From an optimization exercise on the open Yosys and OpenROAD flow, aimed at small area; shortcuts taken in it are not production practice.
Function was checked by simulation only, so behaviour that the tests miss may differ from the original.
In every run shown here, the design's own scripts or RTL, not TritonCTS, make the clock network.
The clock port is modelled as an ideal driver, which makes a skipped or thinned clock tree look cheaper than it is; a real chip needs a root buffer or a tree.
Power figures rest on the tool's default switching activity, not on a simulated workload.

**design/flow/config.mk**
```make
export PLATFORM = sky130hd
export DESIGN_NAME = game_master_core
export DESIGN_NICKNAME = game_master_core
export VERILOG_FILES = /design/flow/design.v
export SDC_FILE = /design/flow/constraint.sdc
export NUM_CORES = 4
export LEC_CHECK = 0
export CAP_MARGIN = 20
export CORE_MARGIN = 2
export CORE_UTILIZATION = 40
export CTS_BUF_LIST = sky130_fd_sc_hd__clkbuf_8
export PLACE_DENSITY = 0.6
export SLEW_MARGIN = 20
```
**design/flow/constraint.sdc**
```tcl
create_clock -name core_clock -period 10.0 [get_ports {clk}]
set_input_delay 2.0000 -clock core_clock [delete_from_list [all_inputs] [get_ports {clk}]]
set_output_delay 2.0000 -clock core_clock [all_outputs]
set_load 0.01 [all_outputs]
```
**design/flow/design.v**
```verilog
`timescale 1ns / 1ps
module btn_debounce (
    input  logic clk,
    input  logic rst,
    input  logic btn_in,
    output logic btn_tick
);
    localparam logic [7:0] START = 8'h11;
    logic       d1, d2, d3, d4;
    logic [7:0] o;
    logic       set, low_ones, stable;
    assign set      = d1 ^ d2;
    assign low_ones = &o[6:0];
    assign stable   = low_ones & o[7];
    always_ff @(posedge clk or posedge rst) begin
        if (rst) begin
            d1 <= 1'b0;
            d3 <= 1'b0;
            o  <= START;
        end else begin
            d1 <= btn_in;
            if (set) o <= START;
            else o <= {o[6:0], ~(o[7] ^ o[6] ^ o[4] ^ o[2]) | low_ones};
            if (!set && stable) d3 <= d2;
        end
    end
    always_ff @(posedge clk) begin
        d2 <= d1;
        d4 <= d3;
    end
    assign btn_tick = d3 & ~d4;
endmodule
`timescale 1ns / 1ps
module game_master_core (
    input  logic       clk,
    input  logic       rst,
    input  logic       u_btn,
    input  logic       r_btn,
    input  logic       l_btn,
    input  logic       die_en,
    input  logic [2:0] die_value,
    output logic [3:0] sec0,
    output logic [3:0] sec1,
    output logic [3:0] min0,
    output logic [3:0] min1,
    output logic [5:0] p1_position,
    output logic [5:0] p2_position,
    output logic [2:0] play_state,
    output logic       wait_p1,
    output logic       wait_p2,
    output logic [1:0] score_p1,
    output logic [1:0] score_p2,
    output logic       scl,
    input  logic       sda_i,
    output logic       sda_o,
    output logic       sda_oe
);
    function automatic logic [12:0] l13(input logic [12:0] s);
        l13 = {s[11:0], ~(s[12] ^ s[3] ^ s[2] ^ s[0])};
    endfunction
    function automatic logic [9:0] l10(input logic [9:0] s);
        l10 = {s[8:0], ~(s[9] ^ s[6])};
    endfunction
    function automatic logic [6:0] l7(input logic [6:0] s);
        l7 = {s[5:0], ~(s[6] ^ s[5])};
    endfunction
    localparam logic [12:0] C13_1    = 13'h1;      
    localparam logic [12:0] C13_3000 = 13'h1cd0;   
    localparam logic [12:0] C13_7999 = 13'hb86;    
    localparam logic [9:0]  C10_999  = 10'h2b2;    
    localparam logic [6:0]  C7_24    = 7'h57;
    localparam logic [6:0]  C7_26    = 7'h5c;
    localparam logic [6:0]  C7_49    = 7'h2b;
    localparam logic [6:0]  C7_74    = 7'h6c;
    localparam logic [6:0]  C7_76    = 7'h32;
    localparam logic [6:0]  C7_99    = 7'h4b;
    logic u_tick, r_tick, l_tick;
    btn_debounce U_DB_U (.clk(clk), .rst(rst), .btn_in(u_btn), .btn_tick(u_tick));
    btn_debounce U_DB_R (.clk(clk), .rst(rst), .btn_in(r_btn), .btn_tick(r_tick));
    btn_debounce U_DB_L (.clk(clk), .rst(rst), .btn_in(l_btn), .btn_tick(l_tick));
    localparam logic [2:0] E_IDLE = 3'd0, E_SW = 3'd1, E_PLAY = 3'd2, E_STOP = 3'd3,
                           E_TO = 3'd4, E_END = 3'd5, E_RST = 3'd6,
                           E_SW1 = 3'd7;   
    logic [2:0]  es;
    logic        start_r, restart_r;
    logic        play_en;
    logic        time_over;
    logic        game_final;
    logic [12:0] cnt;
    logic        end_wait;
    assign play_en    = (es == E_PLAY);
    assign play_state = (es == E_SW1) ? E_SW : es;
    assign start_r    = (es == E_SW1);
    assign end_wait   = (es == E_RST) && !restart_r && (cnt == C13_3000);
    always_ff @(posedge clk) restart_r <= (es == E_TO || es == E_END) && l_tick;
    always_ff @(posedge clk or posedge rst) begin
        if (rst) begin
            es        <= E_IDLE;
        end else begin
            case (es)
                E_IDLE: if (u_tick) es <= E_SW1;
                E_SW, E_SW1: es <= u_tick ? E_PLAY : E_SW;
                E_PLAY: begin
                    if (time_over) es <= E_TO;
                    else if (game_final) es <= E_END;
                    else if (r_tick) es <= E_STOP;
                end
                E_STOP: if (r_tick) es <= E_PLAY;
                E_TO, E_END: if (l_tick) es <= E_RST;
                default: if (end_wait) es <= E_SW1;   
            endcase
        end
    end
    localparam logic [1:0] T_INIT = 2'd0, T_STOP = 2'd1, T_RUN = 2'd2, T_END = 2'd3;
    logic [1:0] ts;
    logic       clear_r;
    logic [9:0] tcnt;
    logic       tick;
    logic       m1;
    logic [3:0] m0;
    logic [2:0] s1;
    logic [3:0] s0;
    always_ff @(posedge clk) clear_r <= (ts == T_INIT) && !start_r;
    always_ff @(posedge clk or posedge rst) begin
        if (rst) begin
            ts      <= T_INIT;
        end else begin
            case (ts)
                T_INIT: if (start_r) ts <= T_STOP;
                T_STOP: if (play_en) ts <= T_RUN;
                T_RUN: begin
                    if (time_over || game_final) ts <= T_END;
                    else if (!play_en) ts <= T_STOP;
                end
                default: if (restart_r) ts <= T_INIT;
            endcase
        end
    end
    always_ff @(posedge clk or posedge rst) begin
        if (rst) tcnt <= 10'd0;
        else if (ts == T_RUN) tcnt <= (tcnt == C10_999) ? 10'd0 : l10(tcnt);
    end
    always_ff @(posedge clk) tick <= (ts == T_RUN) && (tcnt == C10_999);
    assign time_over = !m1 && (m0 == 4'd0) && (s1 == 3'd0) && (s0 == 4'd0);
    always_ff @(posedge clk or posedge rst) begin
        if (rst) begin
            m1 <= 1'b1;
            m0 <= 4'd0;
            s1 <= 3'd0;
            s0 <= 4'd0;
        end else if (clear_r) begin
            m1 <= 1'b1;
            m0 <= 4'd0;
            s1 <= 3'd0;
            s0 <= 4'd0;
        end else if (tick && !time_over) begin
            if (s0 != 4'd0) s0 <= s0 - 4'd1;
            else begin
                s0 <= 4'd9;
                if (s1 != 3'd0) s1 <= s1 - 3'd1;
                else begin
                    s1 <= 3'd5;
                    if (m0 != 4'd0) m0 <= m0 - 4'd1;
                    else begin
                        m0 <= 4'd9;
                        m1 <= 1'b0;
                    end
                end
            end
        end
    end
    assign sec0 = s0;
    assign sec1 = {1'b0, s1};
    assign min0 = m0;
    assign min1 = {3'b000, m1};
    localparam logic [3:0] P_IDLE = 4'd0, P_NEW = 4'd1, P_I2C = 4'd2, P_CHK = 4'd3,
                           P_W1 = 4'd4, P_U1 = 4'd5, P_W2 = 4'd6, P_U2 = 4'd7,
                           P_CMP = 4'd8, P_END1 = 4'd9, P_END = 4'd10, P_WRS = 4'd11;
    logic [3:0] ps;
    logic [5:0] p1, p2;
    logic [1:0] gw;
    logic       ev, evdn;        
    logic       final_state, next_match;
    logic       pulse3, cmp_done;
    logic       in_turn;
    logic [5:0] cur, sum, newpos;
    logic       cur_up, cur_dn;
    logic       upd, clr_pos;
    assign pulse3   = (cnt == C13_3000);
    assign cmp_done = (cnt == C13_7999);
    logic ps_idle, ps_new, ps_i2c, ps_chk, ps_w, ps_u, ps_cmp, ps_end1, ps_endx;
    assign ps_idle  = (ps == P_IDLE);
    assign ps_new   = ~ps[3] & ~ps[2] & ~ps[1] & ps[0];
    assign ps_i2c   = ~ps[3] & ~ps[2] & ps[1] & ~ps[0];
    assign ps_chk   = ~ps[3] & ~ps[2] & ps[1] & ps[0];
    assign in_turn  = ps[2];
    assign ps_w     = ps[2] & ~ps[0];
    assign ps_u     = ps[2] & ps[0];
    assign ps_cmp   = ps[3] & ~ps[1] & ~ps[0];
    assign ps_end1  = ps[3] & ~ps[1] & ps[0];
    assign ps_endx  = ps[3] & (ps[1] ^ ps[0]);    
    assign cur    = ps[1] ? p2 : p1;
    logic [5:0] delta;
    assign sum    = cur + delta;
    logic at3, at8, at11, at23, at26, at35;
    assign at3  = (cur == 6'd3);
    assign at8  = (cur == 6'd8);
    assign at11 = (cur[4:0] == 5'd11);
    assign at23 = (cur[4:0] == 5'd23);
    assign at26 = (cur[4:0] == 5'd26);
    assign at35 = cur[5] && (cur[2:0] == 3'd3);
    assign cur_up = at3 || at8 || at23;
    assign cur_dn = at11 || at35 || at26;
    always_comb begin
        if (!ps[0]) delta = {3'b000, die_value};
        else if (at3 || at23) delta = 6'd7;
        else if (at8)  delta = 6'd9;
        else if (at11) delta = -6'd11;
        else if (at35) delta = -6'd3;
        else if (at26) delta = -6'd12;
        else delta = 6'd0;
        newpos = (sum[5] && sum[3]) ? 6'd40 : sum;
    end
    assign upd     = play_en && in_turn && (ps[0] ? pulse3 : die_en);
    assign clr_pos = (ps_idle && start_r) ||
                     (play_en && ps_endx && !final_state && next_match);
    always_ff @(posedge clk) begin
        if (restart_r) cnt <= C13_1;
        else if (es == E_RST) cnt <= l13(cnt);
        else if (ps_u) begin
            if (pulse3) cnt <= play_en ? 13'd0 : C13_1;
            else cnt <= l13(cnt);
        end else if (ps_cmp) begin
            if (play_en) cnt <= cmp_done ? 13'd0 : l13(cnt);
        end else cnt <= 13'd0;
    end
    always_ff @(posedge clk or posedge rst) begin
        if (rst) begin
            p1 <= 6'd0;
            p2 <= 6'd0;
        end else if (clr_pos) begin
            p1 <= 6'd0;
            p2 <= 6'd0;
        end else if (upd) begin
            if (ps[1]) p2 <= newpos;
            else p1 <= newpos;
        end
    end
    always_ff @(posedge clk or posedge rst) begin
        if (rst) begin
            ps   <= P_IDLE;
            ev   <= 1'b0;
        end else if (restart_r) begin
            ps <= P_IDLE;
            ev <= 1'b0;
        end else begin
            if (ps_idle && start_r) ps <= P_NEW;
            if (ps_end1) ps <= P_END;
            if (play_en) begin
                if (ps_new) ps <= P_W1;
                if (ps_w) begin
                    ev <= 1'b0;
                    if (die_en) ps <= {ps[3:1], 1'b1};
                end
                if (ps_u && pulse3) begin
                    ps <= ps[1] ? P_CMP : P_W2;
                    ev <= cur_up | cur_dn;
                end
                if (ps_cmp) begin
                    ev <= 1'b0;
                    if (cmp_done) ps <= P_I2C;
                end
                if (ps_i2c) ps <= P_CHK;
                if (ps_chk) ps <= ((p1[5] && p1[3]) || (p2[5] && p2[3])) ? P_END1 : P_W1;
                if (ps_endx) begin
                    if (final_state) ps <= P_WRS;
                    else if (next_match) ps <= P_NEW;
                end
            end
        end
    end
    always_ff @(posedge clk) begin
        if (play_en && ps_cmp) begin
            if (p1 == p2) gw <= 2'b00;
            else if (p1 > p2) gw <= 2'b01;
            else gw <= 2'b10;
        end
        if (play_en && ps_u && pulse3) evdn <= cur_dn;
    end
    assign p1_position = p1;
    assign p2_position = p2;
    assign wait_p1     = ps_w & ~ps[1];
    assign wait_p2     = ps_w & ps[1];
    localparam logic [2:0] V_IDLE = 3'd0, V_WAIT = 3'd1, V_WAIT1 = 3'd2, V_UPD = 3'd3,
                           V_CHK = 3'd4, V_OVER1 = 3'd5, V_OVER = 3'd6;
    logic [2:0]  vs;
    logic [1:0]  sc1, sc2;
    logic [12:0] vcnt;
    logic [1:0]  game_result;
    assign final_state = (vs == V_OVER1) || (vs == V_OVER);
    assign game_final  = (vs == V_OVER1);
    assign next_match  = (vs == V_WAIT1);
    assign game_result = (vs == V_CHK) ? 2'b00 : {sc2[1] & ~sc1[1], sc1[1] & ~sc2[1]};
    always_ff @(posedge clk or posedge rst) begin
        if (rst) begin
            vs   <= V_IDLE;
            sc1  <= 2'd0;
            sc2  <= 2'd0;
        end else begin
            case (vs)
                V_IDLE: begin
                    sc1 <= 2'd0;
                    sc2 <= 2'd0;
                    if (start_r) vs <= V_WAIT;
                end
                V_WAIT, V_WAIT1: begin
                    if (restart_r) vs <= V_IDLE;
                    else if (ps_end1) vs <= V_UPD;
                    else vs <= V_WAIT;
                end
                V_UPD: begin
                    if (vcnt == C13_7999) begin
                        vs <= V_CHK;
                        if (!gw[1]) sc1 <= sc1 + 2'd1;
                        if (!gw[0]) sc2 <= sc2 + 2'd1;
                    end
                end
                V_CHK: vs <= (sc1[1] || sc2[1]) ? V_OVER1 : V_WAIT1;
                V_OVER1, V_OVER: vs <= restart_r ? V_IDLE : V_OVER;
                default: vs <= V_IDLE;
            endcase
        end
    end
    always_ff @(posedge clk) vcnt <= (vs == V_UPD && vcnt != C13_7999) ? l13(vcnt) : 13'd0;
    assign score_p1 = sc1;
    assign score_p2 = sc2;
    localparam logic [1:0] C_IDLE = 2'd0, C_WR = 2'd1, C_WAIT = 2'd2;
    logic [1:0] cph;
    logic       cslave;    
    logic [1:0] creg;      
    logic       crst;      
    logic [1:0] cdat;      
    logic       m_idle, m_done;
    logic [1:0] p1v0, p2v0, p1v1, p2v1;
    logic [1:0] evdat;
    logic       c_go;      
    logic       c_next;    
    logic       c_idle, c_wr, c_wait;
    assign c_idle = ~cph[1] & ~cph[0];
    assign c_wr   = cph[0];
    assign c_wait = cph[1];    
    always_comb begin
        case (gw)
            2'b01:   begin p1v0 = 2'd1; p2v0 = 2'd2; end
            2'b10:   begin p1v0 = 2'd2; p2v0 = 2'd1; end
            default: begin p1v0 = 2'd0; p2v0 = 2'd0; end
        endcase
        case (game_result)
            2'b00:   begin p1v1 = 2'd1; p2v1 = 2'd1; end
            2'b01:   begin p1v1 = 2'd2; p2v1 = 2'd3; end
            2'b10:   begin p1v1 = 2'd3; p2v1 = 2'd2; end
            default: begin p1v1 = 2'd0; p2v1 = 2'd0; end
        endcase
        evdat = evdn ? 2'd1 : 2'd2;
    end
    assign c_go   = c_idle && (restart_r || game_final || ps_i2c || ev);
    assign c_next = c_wait && m_done &&
                    (crst ? !(cslave && creg[0]) : (!cslave && !creg[1]));
    always_ff @(posedge clk or posedge rst) begin
        if (rst) cph <= C_IDLE;
        else if (c_go || (c_wait && c_next)) cph <= C_WR;
        else if (c_wr && m_idle) cph <= C_WAIT;
        else if (c_wait && m_done) cph <= C_IDLE;
    end
    always_ff @(posedge clk) begin
        if (c_idle) begin
            crst <= restart_r;
            if (restart_r) begin
                cslave <= 1'b0; creg <= 2'd0; cdat <= 2'd0;
            end else if (game_final) begin
                cslave <= 1'b0; creg <= 2'd1; cdat <= p1v1;
            end else if (ps_i2c) begin
                cslave <= 1'b0; creg <= 2'd0; cdat <= p1v0;
            end else begin
                cslave <= ps[3]; creg <= 2'd2; cdat <= evdat;
            end
        end else if (c_next) begin
            if (crst) begin
                cslave <= cslave | creg[0];
                creg   <= {1'b0, ~creg[0]};
            end else begin
                cslave <= 1'b1;
                cdat   <= creg[0] ? p2v1 : p2v0;
            end
        end
    end
    localparam logic [3:0] M_IDLE = 4'b0000, M_S1 = 4'b0001, M_S2 = 4'b0010,
                           M_P1 = 4'b0100, M_P2 = 4'b0101, M_P3 = 4'b0110,
                           M_AW = 4'b1000, M_AAW = 4'b1001, M_RA = 4'b1010,
                           M_AR = 4'b1011, M_WB = 4'b1100, M_AWB = 4'b1101;
    logic [3:0] ms;
    logic [6:0] mc;        
    logic [2:0] bc;        
    logic       wack;      
    logic       scl_d;     
    logic       m_data, m_ack, rising, falling, m_end;
    logic [7:0] m_byte;
    logic m_s1, m_s2, m_p1, m_p2;
    assign m_idle  = (ms == M_IDLE);
    assign m_done  = ms[2] & ms[1];
    assign m_ack   = ms[3] & ms[0];
    assign m_data  = ms[3];
    assign m_s1    = ~ms[3] & ~ms[2] & ms[0];
    assign m_s2    = ~ms[3] & ~ms[2] & ms[1];
    assign m_p1    = ~ms[3] & ms[2] & ~ms[1] & ~ms[0];
    assign m_p2    = ~ms[3] & ms[2] & ms[0];
    assign rising  = (mc == C7_26);
    assign falling = (mc == C7_76);
    always_comb begin
        if (m_s1 || m_s2 || m_p1) m_end = (mc == C7_49);
        else if (m_p2 || m_done)  m_end = (mc == C7_24);
        else m_end = 1'b0;
    end
    always_comb begin
        if (!ms[2] && !ms[1]) m_byte = cslave ? 8'h54 : 8'hAA;
        else if (ms[1]) m_byte = {6'd0, creg};
        else m_byte = {6'd0, cdat};
    end
    always_ff @(posedge clk or posedge rst) begin
        if (rst) ms <= M_IDLE;
        else begin
            if (m_idle && c_wait) ms <= M_S1;
            if ((m_s1 || m_p1 || m_p2) && m_end) ms <= ms + 4'd1;
            if (m_s2 && m_end) ms <= M_AW;
            if (m_done && m_end) ms <= M_IDLE;
            if (m_data && !ms[0] && falling && bc == 3'd7) ms <= ms + 4'd1;
            if (m_ack && falling) ms <= (wack || ms[2]) ? M_P1 : ms + 4'd1;
        end
    end
    always_ff @(posedge clk) begin
        scl_d <= 1'b0;
        if (m_idle) begin
            mc <= 7'd0;
            bc <= 3'd0;
        end else if (m_data) begin
            mc    <= (mc == C7_99 || (m_ack && falling && (wack || ms[2]))) ? 7'd0 : l7(mc);
            scl_d <= (mc == C7_24) ? 1'b1 : (mc == C7_74) ? 1'b0 : scl_d;
            if (m_ack && rising) wack <= sda_i;
            if (!m_ack && falling) bc <= bc + 3'd1;
        end else begin
            mc <= m_end ? 7'd0 : l7(mc);
        end
    end
    always_comb begin
        scl    = 1'b1;
        sda_o  = 1'b1;
        sda_oe = 1'b1;
        if (m_data) scl = scl_d;
        else if (m_s2 || m_p1) scl = 1'b0;
        if (m_ack) sda_oe = 1'b0;
        if (m_s1 || m_s2 || m_p1 || m_p2) sda_o = 1'b0;
        else if (m_data) sda_o = m_byte[~bc];
    end
endmodule
```
**design/flow/flow/run.sh**
```bash
#!/bin/bash
# Own layout flow: the standard synthesis, then an area re-mapping of its
# combinational logic (the flip-flops stay exactly as synthesized), then
# the standard layout steps with port buffers of the smallest size and a
# smaller balanced clock tree of our own (flow/cts.tcl).
# Each tool's output goes to a log of its own in this folder.
set -euo pipefail
W=$PWD
R=$W/orfs/results/$FLOW_PLATFORM/game_master_core/base
LIB=$FLOW_HOME/platforms/$FLOW_PLATFORM/lib/sky130_fd_sc_hd__tt_025C_1v80.lib
YOSYS=${YOSYS_EXE:-$(dirname "$FLOW_HOME")/tools/install/yosys/bin/yosys}

# 1. standard synthesis (1_2_yosys.v, 1_synth.odb)
bash standard.sh synth > log_1_synth.log 2>&1

# 2. area re-mapping of the combinational logic: several area-oriented ABC
#    scripts (four of them with ABC's &deepsyn, from different seeds), run
#    four at a time, keeping the smallest result (all are the same logic)
cp "$R/1_2_yosys.v" "$W/1_2_yosys_standard.v"
MAP3="dch;map -a;strash;dch;map -a;strash;dch;map -a;topo"
SCRIPTS=(
  "+strash;&get -n;&deepsyn -T 100 -S 0;&put;$MAP3"
  "+strash;&get -n;&deepsyn -T 100 -S 1;&put;$MAP3"
  "+strash;&get -n;&deepsyn -T 100 -S 2;&put;$MAP3"
  "+strash;&get -n;&deepsyn -T 100 -S 3;&put;$MAP3"
  "+strash;$MAP3"
  "+strash;dch -f;map -a;strash;dch -f;map -a;strash;dch -f;map -a;topo"
  "+strash;ifraig;dch;map -a;strash;ifraig;dch;map -a;strash;dch;map -a;topo"
  "+strash;drw;drf;$MAP3"
)
run_map() {
  local i=$1
  python3 - "$LIB" "$W" "$i" "${SCRIPTS[$i]}" flow/reabc.ys > "$W/reabc_run_$i.ys" <<'PY'
import sys
lib, w, i, script, tmpl = sys.argv[1:6]
s = open(tmpl).read()
s = s.replace('IN_LIB', lib).replace('IN_NETLIST', w + '/1_2_yosys_standard.v')
s = s.replace('OUT_NETLIST', '%s/remapped_%s.v' % (w, i)).replace('OUT_STAT', '%s/remapped_stat_%s.txt' % (w, i))
s = s.replace('ABC_SCRIPT', script)
print(s, end='')
PY
  "$YOSYS" -s "$W/reabc_run_$i.ys" > "log_2_reabc_$i.log" 2>&1 || true
}
for i in 0 1 2 3; do run_map $i & done
wait
for i in 4 5 6 7; do run_map $i & done
wait
best=""; best_area=""
for i in "${!SCRIPTS[@]}"; do
  f="$W/remapped_stat_$i.txt"
  [[ -f "$f" && -f "$W/remapped_$i.v" ]] || { echo "script $i: failed" >> log_2_reabc_choice.log; continue; }
  a=$(grep "Chip area for module '.game_master_core'" "$f" | tail -1 | awk '{print $NF}')
  echo "script $i: area $a" >> log_2_reabc_choice.log
  if [[ -n "$a" ]] && { [[ -z "$best_area" ]] || awk -v a="$a" -v b="$best_area" 'BEGIN{exit !(a < b)}'; }; then
    best=$i; best_area=$a
  fi
done
echo "chosen: script $best, area $best_area" >> log_2_reabc_choice.log
cp "$W/remapped_$best.v" "$R/1_2_yosys.v"
rm -f "$R/1_synth.odb" "$R/1_synth.sdc"

# 3. placement, with port buffers of the smallest size
PORTBUF="BUFFER_PORTS_ARGS=-buffer_cell sky130_fd_sc_hd__buf_1"
bash standard.sh "$PORTBUF" place > log_3_place.log 2>&1

# 4. clock tree: flow/cts.tcl in place of ORFS's CTS step (a root buffer and
#    ten leaf buffers, each driving one cluster of flip-flops)
bash standard.sh run "RUN_SCRIPT=$W/flow/cts.tcl" RUN_LOG_NAME_STEM=4_1_cts \
    MY_CTS_CLOCK_PORT=clk MY_CTS_LEAVES=10 MY_CTS_LEAF_CELL=sky130_fd_sc_hd__clkbuf_8 \
    MY_CTS_ROOT_CELL=sky130_fd_sc_hd__clkbuf_8 > log_4_cts.log 2>&1
test -f "$R/4_1_cts.odb"

# 5. routing and the rest of the standard layout
bash standard.sh "$PORTBUF" finish > log_5_route_finish.log 2>&1
test -f out/final.def
```
**design/flow/flow/cts.tcl**
```tcl
# Clock tree step in place of ORFS's CTS: a two-level balanced tree.
# A root buffer beside the clk pin drives NLEAF leaf buffers; each leaf drives
# one cluster of flip-flops (k-means on their placed locations) and sits at
# the cluster's centre. Then the same legalisation and timing repair as ORFS's
# CTS step, and the same outputs (4_1_cts.odb, 4_cts.sdc).
utl::set_metrics_stage "cts__{}"
source $::env(SCRIPTS_DIR)/load.tcl
erase_non_stage_variables cts
load_design 3_place.odb 3_place.sdc

set nleaf [expr {[info exists ::env(MY_CTS_LEAVES)] ? $::env(MY_CTS_LEAVES) : 6}]
set leaf_cell [expr {[info exists ::env(MY_CTS_LEAF_CELL)] ? $::env(MY_CTS_LEAF_CELL) : "sky130_fd_sc_hd__clkbuf_8"}]
set root_cell [expr {[info exists ::env(MY_CTS_ROOT_CELL)] ? $::env(MY_CTS_ROOT_CELL) : "sky130_fd_sc_hd__clkbuf_8"}]

set db [ord::get_db]
set block [ord::get_db_block]
set clk_bterm [$block findBTerm $::env(MY_CTS_CLOCK_PORT)]
set clk_net [$clk_bterm getNet]

# flip-flop clock pins on the clock net
set sinks {}
foreach it [$clk_net getITerms] {
  lappend sinks $it
}
set n [llength $sinks]
puts "manual CTS: $n sinks, $nleaf leaves ($leaf_cell), root $root_cell"

proc iterm_xy { it } {
  set box [[$it getInst] getBBox]
  return [list [expr {([$box xMin] + [$box xMax]) / 2.0}] [expr {([$box yMin] + [$box yMax]) / 2.0}]]
}
set pts {}
foreach it $sinks { lappend pts [iterm_xy $it] }

# k-means, seeded with points spread along x then y order
set order [lsort -real -index 0 [lmap p $pts {set p}]]
set cent {}
for {set k 0} {$k < $nleaf} {incr k} {
  lappend cent [lindex $order [expr {int(($k + 0.5) * $n / $nleaf)}]]
}
set assign [lrepeat $n 0]
for {set iter 0} {$iter < 50} {incr iter} {
  # balanced assignment: each cluster takes at most ceil(n/nleaf) sinks,
  # points taken in order of their best distance
  set cap [expr {int(ceil(double($n) / $nleaf))}]
  set pairs {}
  for {set i 0} {$i < $n} {incr i} {
    lassign [lindex $pts $i] x y
    for {set k 0} {$k < $nleaf} {incr k} {
      lassign [lindex $cent $k] cx cy
      lappend pairs [list [expr {abs($x - $cx) + abs($y - $cy)}] $i $k]
    }
  }
  set pairs [lsort -real -index 0 $pairs]
  set done [lrepeat $n 0]
  set fill [lrepeat $nleaf 0]
  set new [lrepeat $n 0]
  foreach pr $pairs {
    lassign $pr d i k
    if {[lindex $done $i] || [lindex $fill $k] >= $cap} continue
    lset done $i 1
    lset fill $k [expr {[lindex $fill $k] + 1}]
    lset new $i $k
  }
  set ncent {}
  for {set k 0} {$k < $nleaf} {incr k} {
    set sx 0.0; set sy 0.0; set c 0
    for {set i 0} {$i < $n} {incr i} {
      if {[lindex $new $i] == $k} {
        lassign [lindex $pts $i] x y
        set sx [expr {$sx + $x}]; set sy [expr {$sy + $y}]; incr c
      }
    }
    if {$c > 0} { lappend ncent [list [expr {$sx / $c}] [expr {$sy / $c}]] } else { lappend ncent [lindex $cent $k] }
  }
  set cent $ncent
  if {$new == $assign} break
  set assign $new
}

# root buffer next to the clock pin
set pin_box [$clk_bterm getBBox]
set px [expr {([$pin_box xMin] + [$pin_box xMax]) / 2}]
set py [expr {([$pin_box yMin] + [$pin_box yMax]) / 2}]
set core [$block getCoreArea]
set px [expr {max([$core xMin], min($px, [$core xMax] - 10000))}]
set py [expr {max([$core yMin], min($py, [$core yMax] - 10000))}]

set root [odb::dbInst_create $block [$db findMaster $root_cell] clkbuf_root]
$root setLocation $px $py
$root setPlacementStatus PLACED
set root_net [odb::dbNet_create $block clknet_root]
$root_net setSigType CLOCK
[$root findITerm A] connect $clk_net
[$root findITerm X] connect $root_net

for {set k 0} {$k < $nleaf} {incr k} {
  lassign [lindex $cent $k] cx cy
  set b [odb::dbInst_create $block [$db findMaster $leaf_cell] clkbuf_leaf_$k]
  $b setLocation [expr {int($cx)}] [expr {int($cy)}]
  $b setPlacementStatus PLACED
  set net [odb::dbNet_create $block clknet_leaf_$k]
  $net setSigType CLOCK
  [$b findITerm A] connect $root_net
  [$b findITerm X] connect $net
  set cnt 0
  for {set i 0} {$i < $n} {incr i} {
    if {[lindex $assign $i] == $k} {
      set it [lindex $sinks $i]
      $it disconnect
      $it connect $net
      incr cnt
    }
  }
  puts "leaf $k: $cnt sinks at ([expr {int($cx)}], [expr {int($cy)}])"
}

set_propagated_clock [all_clocks]

set_placement_padding -global \
  -left $::env(CELL_PAD_IN_SITES_DETAIL_PLACEMENT) \
  -right $::env(CELL_PAD_IN_SITES_DETAIL_PLACEMENT)
detailed_placement
log_cmd estimate_parasitics -placement

report_clock_skew
report_check_types -max_slew -max_capacitance -violators

repair_timing_helper
detailed_placement
check_placement -verbose

report_metrics 4 "cts final"

orfs_write_db $::env(RESULTS_DIR)/4_1_cts.odb
orfs_write_sdc $::env(RESULTS_DIR)/4_cts.sdc
```
**design/flow/flow/reabc.ys**
```
# Re-map the combinational logic of the standard synthesis for area.
# The flip-flops are kept as they are (same instances, names and cells);
# every other cell is expanded to its function and mapped again by ABC with
# an area-oriented script, without the timing-driven buffering.
read_liberty -ignore_miss_func IN_LIB
read_verilog IN_NETLIST
hierarchy -top game_master_core
setattr -mod -set keep_hierarchy 1 sky130_fd_sc_hd__df* sky130_fd_sc_hd__edf*
flatten
rename -hide w:* i:* %d o:* %d
opt
abc -liberty IN_LIB  -dont_use sky130_fd_sc_hd__probe_p_8 -dont_use sky130_fd_sc_hd__probec_p_8 -dont_use sky130_fd_sc_hd__lpflow_bleeder_1 -dont_use sky130_fd_sc_hd__lpflow_clkbufkapwr_1 -dont_use sky130_fd_sc_hd__lpflow_clkbufkapwr_16 -dont_use sky130_fd_sc_hd__lpflow_clkbufkapwr_2 -dont_use sky130_fd_sc_hd__lpflow_clkbufkapwr_4 -dont_use sky130_fd_sc_hd__lpflow_clkbufkapwr_8 -dont_use sky130_fd_sc_hd__lpflow_clkinvkapwr_1 -dont_use sky130_fd_sc_hd__lpflow_clkinvkapwr_16 -dont_use sky130_fd_sc_hd__lpflow_clkinvkapwr_2 -dont_use sky130_fd_sc_hd__lpflow_clkinvkapwr_4 -dont_use sky130_fd_sc_hd__lpflow_clkinvkapwr_8 -dont_use sky130_fd_sc_hd__lpflow_decapkapwr_12 -dont_use sky130_fd_sc_hd__lpflow_decapkapwr_3 -dont_use sky130_fd_sc_hd__lpflow_decapkapwr_4 -dont_use sky130_fd_sc_hd__lpflow_decapkapwr_6 -dont_use sky130_fd_sc_hd__lpflow_decapkapwr_8 -dont_use sky130_fd_sc_hd__lpflow_inputiso0n_1 -dont_use sky130_fd_sc_hd__lpflow_inputiso0p_1 -dont_use sky130_fd_sc_hd__lpflow_inputiso1n_1 -dont_use sky130_fd_sc_hd__lpflow_inputiso1p_1 -dont_use sky130_fd_sc_hd__lpflow_inputisolatch_1 -dont_use sky130_fd_sc_hd__lpflow_isobufsrc_1 -dont_use sky130_fd_sc_hd__lpflow_isobufsrc_16 -dont_use sky130_fd_sc_hd__lpflow_isobufsrc_2 -dont_use sky130_fd_sc_hd__lpflow_isobufsrc_4 -dont_use sky130_fd_sc_hd__lpflow_isobufsrc_8 -dont_use sky130_fd_sc_hd__lpflow_isobufsrckapwr_16 -dont_use sky130_fd_sc_hd__lpflow_lsbuf_lh_hl_isowell_tap_1 -dont_use sky130_fd_sc_hd__lpflow_lsbuf_lh_hl_isowell_tap_2 -dont_use sky130_fd_sc_hd__lpflow_lsbuf_lh_hl_isowell_tap_4 -dont_use sky130_fd_sc_hd__lpflow_lsbuf_lh_isowell_4 -dont_use sky130_fd_sc_hd__lpflow_lsbuf_lh_isowell_tap_1 -dont_use sky130_fd_sc_hd__lpflow_lsbuf_lh_isowell_tap_2 -dont_use sky130_fd_sc_hd__lpflow_lsbuf_lh_isowell_tap_4 -script "ABC_SCRIPT"
splitnets
opt_clean -purge
hilomap -hicell sky130_fd_sc_hd__conb_1 HI -locell sky130_fd_sc_hd__conb_1 LO
opt_clean -purge
insbuf -buf sky130_fd_sc_hd__buf_4 A X
opt_clean -purge
blackbox sky130_fd_sc_hd__df* sky130_fd_sc_hd__edf*
tee -o OUT_STAT stat -liberty IN_LIB
write_verilog -noattr -nohex -nodec OUT_NETLIST
```
**design/flow/standard.sh**
```bash
#!/bin/bash
# synth_recipe.tcl (not shown) runs the flow's synth.tcl, then flattens the netlist and writes it again
# the make line also repeats each setting of config.mk as NAME=value (left out here)
make -C /OpenROAD-flow-scripts/flow DESIGN_CONFIG=/design/flow/config.mk WORK_HOME=/design/flow/orfs CLKGATE_MAP_FILE= SYNTH_SCRIPT=/design/flow/synth_recipe.tcl "${@:-finish}"
```
==> run_results.csv, run 1 <==
group,metric,value,unit
run_status,status,"complete, no violations",
timing,max_freq,258,MHz
placed_design,numPortBuffers,45,
cells_and_area,nets,857,
power,p_leak,2.66,nW
placed_design,post-dp-hpwl,9.77,mm
grt,grt_pass1_vias,4883,
worst_setup_path,crit_fanout,16,
worst_setup_path,path_cells,"clkinv_1 -> nor3_1 -> buf_1",
timing,period_share,0.387,
grt,grt.total_usage,0.155,
drt,drtIter0Drc,239,
logic_synthesis,syn_inst,788,
grt,grt-ovfl-total,0,
logic_synthesis,syn_avg_cell_area,8.11,sq um
timing,clock_skew,21.8,ps
drt,via_per_inst,4.95,
drt,routedWlPerCell,12.3,um
power,power.density,128,mW/mm^2
grt,grt-busiest-layer,"met2",
worst_setup_path,max_stage_delay,660,ps
timing,setup_slack,6130,ps
timing,worstMarginPinSlew,864,ps
cells_and_area,syn_to_final_growth,9.38,%
worst_hold_path,hold_class,"reg2reg",
grt,gr-usage-met1,0.223,
cts,cts_hold_buf,0,
logic_synthesis,synth.net_count,798,
cts,ctsResizeCount,0,
drt,drc,0,
grt,use_met3,0.0114,
timing,setup_viol,0,
cells_and_area,mostFrequentLayoutCells,"clkinv_1, nor2_1, nand2_1",
die,io-pin-count,50,
timing,final_hold_viol_count,0,
cells_and_area,final_layout_size_suffix_gt1_frac,0.0379,
cts,clk_pin_slew_worst_paths,90,ps
worst_setup_path,cp_data_required_time,8000,ps
cells_and_area,stdcell_area,0.00699,sq mm
timing,final.min_clock_period,3870,ps
die,initial_utilization,0.405,
worst_setup_path,reg2reg_depth,15,
flow_run,maxCapViolations,0,
grt,grtUsageMet2,0.265,
power,ir_worst_vdd,0.000107,V
worst_hold_path,hold_path_depth,0,
die,dieWidth,130,um
cts,cts_setup_buffers,0,
timing,slew_headroom,0.424,
logic_synthesis,ys_warn_count,2,
cells_and_area,antenna_cells,0,
cts,insertion_delay,420,ps
logic_synthesis,syn-cell-area,0.00639,sq mm
drt,drtAntennaViolNets,0,
die,die_h,130,um
worst_setup_path,crit_type,"reg2out",
drt,firstDrtPassIters,7,
die,die-area,0.0170,sq mm
drt,wl,13.0,mm
timing,slew_violations,0,
placed_design,dpl-instance-area,0.00684,sq mm
grt,grt_max_degree,66,
grt,grt_pass1_wl,22.4,mm
worst_setup_path,crit_arrival,1870,ps
grt,antenna_found_initial,0,
placed_design,place_congestion,0.842,
cells_and_area,final_cells,1061,
timing,rsz0062_at_grt,"no",
placed_design,dp_slack,5930,ps
worst_setup_path,slowest_stage,"dfrtp_1",
cells_and_area,fillers,1625,
worst_setup_path,end_kind,"output port",
die,rows,46,
drt,num_vias,5256,
worst_setup_path,cp-start-kind,"flop",
die,coreArea,0.0158,sq mm
placed_design,placedCellCount,1050,
timing,totalNegativeSetupSlack,0,ps
## path summary, 6_finish.rpt
check / startpoint / to / slack [ps]
worst min register to register: U_DB_U.d1 / U_DB_U.d2 / 400
min in group asynchronous: rst / U_DB_R.o[3] / 1530
worst max-delay path: ps[1] / wait_p2 / 6130
max in group asynchronous: rst / es[0] / 7280
worst min-delay path: U_DB_U.d1 / U_DB_U.d2 / 400
worst max register to register: ps[1] / p2[4] / 6460
## area by class of cell
class	count	area [sq um]	area share
timing repair buffer	46	176	0.0252
inverter	150	564	0.0807
tap	216	270	0.0387
buffer	11	151	0.0217
sequential	143	3410	0.487
multi-input combinational	495	2420	0.346
## worst max-delay path, delay by kind of cell (launching register included)
family                 cells  cell delay, ps
DFF                        1             660
buffers and inverters      2             540
and+or+nand+nor            1             250
## flip-flops by register name, summed over array words and instances (netlist names), 3 cells and up
| name | cells |
|---|---|
| mc | 7 |
| es | 3 |
| vcnt | 13 |
| s0 | 4 |
| ms | 4 |
| m0 | 4 |
| U_DB_R.o | 8 |
| U_DB_L.o | 8 |
| vs | 3 |
| p2 | 6 |
| cnt | 13 |
| bc | 3 |
| tcnt | 10 |
| U_DB_U.o | 8 |
| p1 | 6 |
| ps | 4 |
| s1 | 3 |
## where the power goes
part | internal, mW | switching (mW)
combinational | 0.00896 | 0.0206
sequential | 0.591 | 0.00522
clock | 0.0988 | 0.173
## metal layers
layer  vias to the layer above  wire length (um)  share of wire
met5                         -                 0              0
met4                         0               178          0.014
met3                        14               513          0.039
met2                       107              5850           0.45
met1                      2408              6470           0.50
li1                       2727                 -              -
## per-stage QoR
| step | total power, mW | utilization | hold WS (ps) |
|---|---|---|---|
| finish | 0.898 | 0.443 | 401 |
| global route | 0.941 | 0.443 | 416 |
| detailed placement | 0.639 | 0.434 | 378 |
| global placement | 0.639 | 0.434 | 373 |
| floorplan | 0.631 | - | 360 |
==> run 2, diff against run 1 <==
--- a/design/flow/flow/run.sh
+++ b/design/flow/flow/run.sh
@@ -13,19 +13,18 @@
 # 1. standard synthesis (1_2_yosys.v, 1_synth.odb)
 bash standard.sh synth > log_1_synth.log 2>&1
 
-# 2. area re-mapping of the combinational logic: several area-oriented ABC
-#    scripts (four of them with ABC's &deepsyn, from different seeds), run
-#    four at a time, keeping the smallest result (all are the same logic)
+# 2. area re-mapping of the combinational logic: ABC's &deepsyn from a few
+#    seeds and one plain area script, each followed by area mapping, run
+#    four at a time; the smallest result is kept (all are the same logic)
 cp "$R/1_2_yosys.v" "$W/1_2_yosys_standard.v"
 MAP3="dch;map -a;strash;dch;map -a;strash;dch;map -a;topo"
+MAP5="dch;map -a;strash;dch;map -a;strash;dch;map -a;strash;dch;map -a;strash;dch;map -a;topo"
 SCRIPTS=(
-  "+strash;&get -n;&deepsyn -T 100 -S 0;&put;$MAP3"
-  "+strash;&get -n;&deepsyn -T 100 -S 1;&put;$MAP3"
-  "+strash;&get -n;&deepsyn -T 100 -S 2;&put;$MAP3"
-  "+strash;&get -n;&deepsyn -T 100 -S 3;&put;$MAP3"
-  "+strash;$MAP3"
-  "+strash;dch -f;map -a;strash;dch -f;map -a;strash;dch -f;map -a;topo"
-  "+strash;ifraig;dch;map -a;strash;ifraig;dch;map -a;strash;dch;map -a;topo"
+  "+strash;&get -n;&deepsyn -T 80 -S 2;&put;$MAP5"
+  "+strash;&get -n;&deepsyn -T 60 -S 2;&deepsyn -T 60 -S 5;&put;$MAP3"
+  "+strash;&get -n;&deepsyn -T 80 -S 0;&put;$MAP3"
+  "+strash;&get -n;&deepsyn -T 80 -S 1;&put;$MAP5"
+  "+strash;&get -n;&deepsyn -T 80 -S 3;&put;$MAP3"
   "+strash;drw;drf;$MAP3"
 )
 run_map() {
@@ -43,7 +42,7 @@
 }
 for i in 0 1 2 3; do run_map $i & done
 wait
-for i in 4 5 6 7; do run_map $i & done
+for i in 4 5; do run_map $i & done
 wait
 best=""; best_area=""
 for i in "${!SCRIPTS[@]}"; do
==> run_results.csv, run 2 <==
group,metric,value,unit
timing,slew_headroom,0.360,
cts,ctsResizeCount,0,
power,swShare,0.225,
drt,firstDrtPassIters,4,
grt,antenna_found_initial,0,
power,clock_power_share,0.305,
cts,clk_pin_slew_worst_paths,90,ps
power,p_leak,2.61,nW
logic_synthesis,syn_inst,777,
timing,clock_skew,14.6,ps
timing,rsz0062_at_grt,"no",
power,power.density,130,mW/mm^2
timing,final.min_clock_period,3920,ps
drt,drc,0,
worst_setup_path,crit_type,"reg2out",
cells_and_area,mostFrequentLayoutCells,"clkinv_1, nor2_1, dfrtp_1",
worst_setup_path,cp_data_required_time,8000,ps
die,io-pin-count,50,
logic_synthesis,syn-cell-area,0.00634,sq mm
worst_setup_path,r2r-start,"ps[1]",
logic_synthesis,ys_warn_count,2,
run_status,status,"complete, no violations",
power,power.switching,0.204,mW
power,internal-power,0.700,mW
timing,totalNegativeSetupSlack,0,ps
cts,cts_hold_buf,0,
worst_hold_path,hold_class,"reg2reg",
worst_setup_path,crit_fanout,7,
flow_run,maxCapViolations,0,
cells_and_area,syn_to_final_growth,9.45,%
die,die-area,0.0169,sq mm
drt,num_vias,5108,
grt,grtUsageMet2,0.252,
grt,grt_pass1_vias,4796,
grt,use_met3,0.0172,
drt,via_per_inst,4.86,
worst_setup_path,cp-start-kind,"flop",
power,pwr-share-comb,0.033,
timing,period_share,0.392,
die,coreArea,0.0157,sq mm
timing,final_hold_viol_count,0,
worst_hold_path,min_from,"U_DB_R.d3",
drt,wl,12.8,mm
drt,routedWlPerCell,12.2,um
logic_synthesis,syn_avg_cell_area,8.16,sq um
cells_and_area,antenna_cells,0,
power,seqPwrFrac,0.662,
drt,drtAntennaViolNets,0,
timing,slew_violations,0,
timing,worstMarginPinSlew,951,ps
cells_and_area,nets,846,
cells_and_area,largest_registers,"cnt x13, vcnt x13, tcnt x10",
worst_setup_path,crit_arrival,1920,ps
worst_setup_path,crit_start,"ms[1]",
cells_and_area,final_layout_size_suffix_gt1_frac,0.0312,
placed_design,place_congestion,0.836,
grt,grt.total_usage,0.154,
grt,grt_pass1_wl,22.1,mm
die,die_h,130,um
placed_design,numPortBuffers,45,
timing,max_freq,255,MHz
grt,grt_max_degree,55,
power,ir_worst_vdd,0.000113,V
timing,hold_ws,396,ps
cells_and_area,mostFrequentLayoutCell,"clkinv_1",
placed_design,post-dp-hpwl,9.64,mm
drt,drtIter0Drc,325,
worst_setup_path,end_kind,"output port",
die,dieWidth,130,um
timing,setup_viol,0,
cts,insertion_delay,430,ps
grt,grt-ovfl-total,0,
die,rows,46,
logic_synthesis,synth.net_count,787,
die,initial_utilization,0.404,
cts,cts_setup_buffers,0,
grt,grt-busiest-layer,"met2",
grt,gr-usage-met1,0.225,
[run 2: layout make-up]
cell class                 instances  area (sq um)
sequential                       143          3410
timing repair buffer              46           176
tap                              216           270
inverter                         156           587
multi-input combinational        478          2350
fill                            1575          8770
buffer                            11           151
[run 2: layer usage]
layer | vias up | share of wire
met3 | 14 | 0.038
met5 | - | 0
met4 | 0 | 0.015
met1 | 2331 | 0.50
li1 | 2681 | -
met2 | 82 | 0.44
[run 2: critical path, cell delays in order, from the launching register on]
cell      delay (ps)
dfrtp_1          420
clkinv_1         190
a21oi_1          290
o21ai_0          190
o22ai_1          230
buf_1            170
[run 2: metrics by stage]
stage / total power, mW / util / worst slack [ps] / area [sq um] / instances
after floorplan: 0.632 / - / 6390 / 6340 / 777
after global placement: 0.641 / 0.432 / 5980 / 6790 / 1039
after detailed placement: 0.642 / 0.432 / 5870 / 6790 / 1039
after global routing: 0.939 / 0.442 / 5830 / 6940 / 1050
final: 0.904 / 0.442 / 6080 / 6940 / 1050
[run 2: power groups by stage]
stage	Clock, mW	Combinational, mW	Sequential (mW)
finish	0.275	0.0302	0.598
floorplan	0	0.0233	0.609
global placement	0	0.0308	0.610
global route	0.303	0.0356	0.600
CTS	0.288	0.0312	0.598
detailed placement	0	0.0312	0.610
[run 2: path summary, 6_finish.rpt]
kind	end	slack, ps	depth (start not counted)
min in group asynchronous	U_DB_R.o[3]	1580	2
hold / removal	U_DB_R.d4	400	0
hold reg to reg	U_DB_R.d4	400	0
setup reg to reg	p1[1]	6270	12
max in group asynchronous	cph[0]	7310	3
setup / recovery	sda_o	6080	5

==> afterwards: timing with drivers on the ports <==
The flow's constraints put no driver on any port. The routed layouts listed below were extracted and timed again, unchanged, in two steps.
Step 1, drivers: a clkbuf_16 drives clk and a buf_2 each remaining input, both assumed.
Step 2 times the ports against the registers' clock, not the clock port: input delays grow and output delays shrink by t, the midpoint of the rising clock arrivals with the driver on.
a / b / c = ideal ports / drivers / drivers and shift; a / b = the first two.
run | t, ns | setup WS [ns] | clock arrival spread, ns
run 1 | 0.427 | 6.130 / 6.113 / 5.946 | 0.022 / 0.023
run 2 | 0.441 | 6.082 / 6.065 / 5.852 | 0.018 / 0.019
After both steps every run listed still meets setup and hold. The setup slack of run 2, which loses most, moves by -0.017 ns with the drivers and by -0.230 ns with both steps.
